Background: an optimization exercise with open tools, aiming at small area, a short achievable clock period and few clock cycles. Do not read the settings as production practice.
Where RTL was checked, it was by simulation tests only, not by an equivalence proof against the original.
No activity file was given, so power comes from the tool's default toggle rates.

## alpha
==> flow/design.v <==
module axi4_mgr # (
  parameter unsigned AXI4_ADDR_WIDTH    = 32,
  parameter unsigned AXI4_DATA_WIDTH    = 64,
  parameter unsigned AXI_XSIZE         = (AXI4_DATA_WIDTH / 8),
  parameter unsigned DATA_COUNT_WIDTH  =  8
) (
  input  logic                         clk_i,
  input  logic                         rstn_i,
  input  logic [                2-1:0] req_i,
  input  logic [  AXI4_ADDR_WIDTH-1:0] axi_wr_addr_i,
  input  logic [  AXI4_ADDR_WIDTH-1:0] axi_rd_addr_i,
  input  logic                         wr_fifo_gnt_i,
  input  logic                         rd_fifo_req_i,
  input  logic [  AXI4_DATA_WIDTH-1:0] wr_fifo_data_i,
  input  logic [ DATA_COUNT_WIDTH-1:0] wr_data_count_i,
  input  logic [ DATA_COUNT_WIDTH-1:0] rd_data_count_i,
  output logic [                2-1:0] busy_o,    
  output logic [                2-1:0] wr_err_o,  
  output logic [                2-1:0] rd_err_o,  
  output logic                         wr_fifo_req_o,
  output logic                         rd_fifo_gnt_o,
  output logic [  AXI4_DATA_WIDTH-1:0] rd_fifo_data_o,
  output logic [  AXI4_ADDR_WIDTH-1:0] m_axi_aw_addr,
  output logic [                8-1:0] m_axi_aw_len,
  output logic [                3-1:0] m_axi_aw_size,
  output logic [                2-1:0] m_axi_aw_burst,
  output logic                         m_axi_aw_valid,
  input  logic                         m_axi_aw_ready,
  output logic [  AXI4_DATA_WIDTH-1:0] m_axi_w_data,
  output logic [AXI4_DATA_WIDTH/8-1:0] m_axi_w_strb,
  output logic                         m_axi_w_last,
  output logic                         m_axi_w_valid,
  input  logic                         m_axi_w_ready,
  input  logic [                2-1:0] m_axi_b_resp,
  input  logic                         m_axi_b_valid,
  output logic                         m_axi_b_ready,
  output logic [  AXI4_ADDR_WIDTH-1:0] m_axi_ar_addr,
  output logic [                8-1:0] m_axi_ar_len,
  output logic [                3-1:0] m_axi_ar_size,
  output logic [                2-1:0] m_axi_ar_burst,
  output logic                         m_axi_ar_valid,
  input  logic                         m_axi_ar_ready,
  input  logic [  AXI4_DATA_WIDTH-1:0] m_axi_r_data,
  input  logic [                2-1:0] m_axi_r_resp,
  input  logic                         m_axi_r_last,
  input  logic                         m_axi_r_valid,
  output logic                         m_axi_r_ready
);
  localparam int AW = AXI4_ADDR_WIDTH;
  logic          busy_wr_r, aw_valid_r, w_valid_r;
  logic [AW-1:3] aw_addr_r;
  logic [   7:0] aw_len_r;      
  logic [   1:0] wr_err_r;
  logic          busy_rd_r, ar_valid_r;
  logic [AW-1:3] ar_addr_r;
  logic [   7:0] ar_len_r;
  logic [   1:0] rd_err_r;
  logic wr_start, rd_start, w_hs, r_hs;
  assign wr_start = req_i[0] & ~busy_wr_r & (wr_data_count_i != '0);
  assign rd_start = req_i[1] & ~busy_rd_r & (rd_data_count_i != '0);
  assign w_hs     = w_valid_r & m_axi_w_ready;
  assign r_hs     = m_axi_r_valid & rd_fifo_req_i;
  assign busy_o         = {busy_rd_r, busy_wr_r};
  assign wr_err_o       = wr_err_r;
  assign rd_err_o       = rd_err_r;
  assign m_axi_aw_addr  = {aw_addr_r, 3'b000};
  assign m_axi_aw_len   = aw_len_r;
  assign m_axi_aw_size  = $clog2(AXI_XSIZE);
  assign m_axi_aw_burst = 2'b01;
  assign m_axi_aw_valid = aw_valid_r;
  assign m_axi_w_data   = wr_fifo_data_i;
  assign m_axi_w_strb   = '1;
  assign m_axi_w_last   = (aw_len_r == '0);
  assign m_axi_w_valid  = w_valid_r;
  assign wr_fifo_req_o  = w_hs;
  assign m_axi_b_ready  = 1'b1;
  assign m_axi_ar_addr  = {ar_addr_r, 3'b000};
  assign m_axi_ar_len   = ar_len_r;
  assign m_axi_ar_size  = $clog2(AXI_XSIZE);
  assign m_axi_ar_burst = 2'b01;
  assign m_axi_ar_valid = ar_valid_r;
  assign m_axi_r_ready  = rd_fifo_req_i;
  assign rd_fifo_gnt_o  = r_hs;
  assign rd_fifo_data_o = m_axi_r_data;
  always_ff @(posedge clk_i or negedge rstn_i) begin
    if (~rstn_i) begin
      busy_wr_r  <= 1'b0;
      aw_valid_r <= 1'b0;
      w_valid_r  <= 1'b0;
    end else begin
      if (wr_start) begin
        busy_wr_r  <= 1'b1;
        aw_valid_r <= 1'b1;
      end else if (aw_valid_r) begin
        if (m_axi_aw_ready) begin
          aw_valid_r <= 1'b0;
          w_valid_r  <= 1'b1;
        end
      end else if (w_valid_r) begin
        if (m_axi_w_ready && aw_len_r == '0) w_valid_r <= 1'b0;
      end else if (m_axi_b_valid) begin
        busy_wr_r <= 1'b0;
      end
    end
  end
  always_ff @(posedge clk_i) begin
    if (~busy_wr_r) begin
      aw_addr_r <= axi_wr_addr_i[AW-1:3];
      aw_len_r  <= wr_data_count_i - 8'd1;
    end else if (w_hs) begin
      aw_len_r  <= aw_len_r - 8'd1;
    end
  end
  always_ff @(posedge clk_i or negedge rstn_i) begin
    if (~rstn_i) begin
      busy_rd_r  <= 1'b0;
      ar_valid_r <= 1'b0;
    end else begin
      if (rd_start) begin
        busy_rd_r  <= 1'b1;
        ar_valid_r <= 1'b1;
      end else if (ar_valid_r) begin
        if (m_axi_ar_ready) ar_valid_r <= 1'b0;
      end else if (r_hs && m_axi_r_last) begin
        busy_rd_r <= 1'b0;
      end
    end
  end
  always_ff @(posedge clk_i) begin
    if (~busy_rd_r) begin
      ar_addr_r <= axi_rd_addr_i[AW-1:3];
      ar_len_r  <= rd_data_count_i - 8'd1;
    end
  end
  always_ff @(posedge clk_i or negedge rstn_i) begin
    if (~rstn_i) begin
      wr_err_r <= '0;
      rd_err_r <= '0;
    end else begin
      if (~busy_wr_r & req_i[0])   wr_err_r <= '0;
      else if (m_axi_b_resp != '0) wr_err_r <= m_axi_b_resp;
      if (~busy_rd_r & req_i[1])   rd_err_r <= '0;
      else if (m_axi_r_resp != '0) rd_err_r <= m_axi_r_resp;
    end
  end
endmodule
==> flow/config.mk <==
export PLATFORM = sky130hd
export DESIGN_NAME = axi4_mgr
export DESIGN_NICKNAME = axi4_mgr
export VERILOG_FILES = /design/flow/design.v
export SDC_FILE = /design/flow/constraint.sdc
export NUM_CORES = 4
export LEC_CHECK = 0
export CAP_MARGIN = 20
export CORE_AREA = 10 10 190 190
export DIE_AREA = 0 0 200 200
export SLEW_MARGIN = 20
==> flow/constraint.sdc <==
create_clock -name core_clock -period 4.5 [get_ports {clk_i}]
set_input_delay 0.9000 -clock core_clock [delete_from_list [all_inputs] [get_ports {clk_i}]]
set_output_delay 0.9000 -clock core_clock [all_outputs]
set_load 0.01 [all_outputs]
standard.sh (not shown) runs the stock make flow with config.mk's settings and CLKGATE_MAP_FILE= SYNTH_SCRIPT=/design/flow/synth_recipe.tcl, a recipe that flattens the netlist after the stock synthesis.
==> flow/flow/run.sh <==
#!/bin/bash
# Standard ORFS layout, with the port buffers made from the small buf_1 cell
# instead of the delay buffer buffer_ports picks by default.
set -euo pipefail
export BUFFER_PORTS_ARGS="-buffer_cell sky130_fd_sc_hd__buf_1"
bash standard.sh finish > orfs_make.log 2>&1
#### Input delta (beta over alpha)
--- a/flow/design.v
+++ b/flow/design.v
@@ -102,11 +102,11 @@
         busy_wr_r <= 1'b0;
       end
     end
   end
   always_ff @(posedge clk_i) begin
-    if (~busy_wr_r) begin
+    if (wr_start) begin
       aw_addr_r <= axi_wr_addr_i[AW-1:3];
       aw_len_r  <= wr_data_count_i - 8'd1;
     end else if (w_hs) begin
       aw_len_r  <= aw_len_r - 8'd1;
     end
@@ -125,11 +125,11 @@
         busy_rd_r <= 1'b0;
       end
     end
   end
   always_ff @(posedge clk_i) begin
-    if (~busy_rd_r) begin
+    if (rd_start) begin
       ar_addr_r <= axi_rd_addr_i[AW-1:3];
       ar_len_r  <= rd_data_count_i - 8'd1;
     end
   end
   always_ff @(posedge clk_i or negedge rstn_i) begin
Notes after the runs:
Going from alpha to beta, transition time at the pin with the least slew margin increased 0.0078 ns, combinational gate power decreased about 4.4%, layout buffer count excluding clock buffers increased 1.
Delta (beta minus alpha): logic gate share of total power up 0.6 points, switching power lost about 6%, layout cell share with drive strength beyond 1 increased 0.56 points.
Testbench counts of beta, summed over its fixed seeds: cycles 38,180.
For alpha, only the layout was checked, not whether the RTL still works.

-- what the ideal ports hide --
No port has a modelled driver above. Below, the same layouts with a new extraction and two added sets of constraints.
Step 1 sets driving cells, clkbuf_16 on the clock port and buf_2 on the other inputs (assumed; they add their load-dependent delay and slew).
Step 2 times the ports against the registers' clock, not the clock port: input delays grow and output delays shrink by t, the midpoint of the rising clock arrivals with the driver on.
Slacks: no drivers / after step 1 / after step 2; pairs: no drivers / after step 1.
run	t (ns)	setup slack, ns	worst register clock-pin slew, ns
alpha	0.372	1.922 / 1.882 / 2.205	0.07 / 0.07
beta	0.368	1.961 / 1.974 / 1.606	0.07 / 0.07
After both steps every run listed still meets setup and hold. For beta, which loses most, drivers alone change the setup slack by +0.013 ns; drivers and shift together by -0.355 ns.
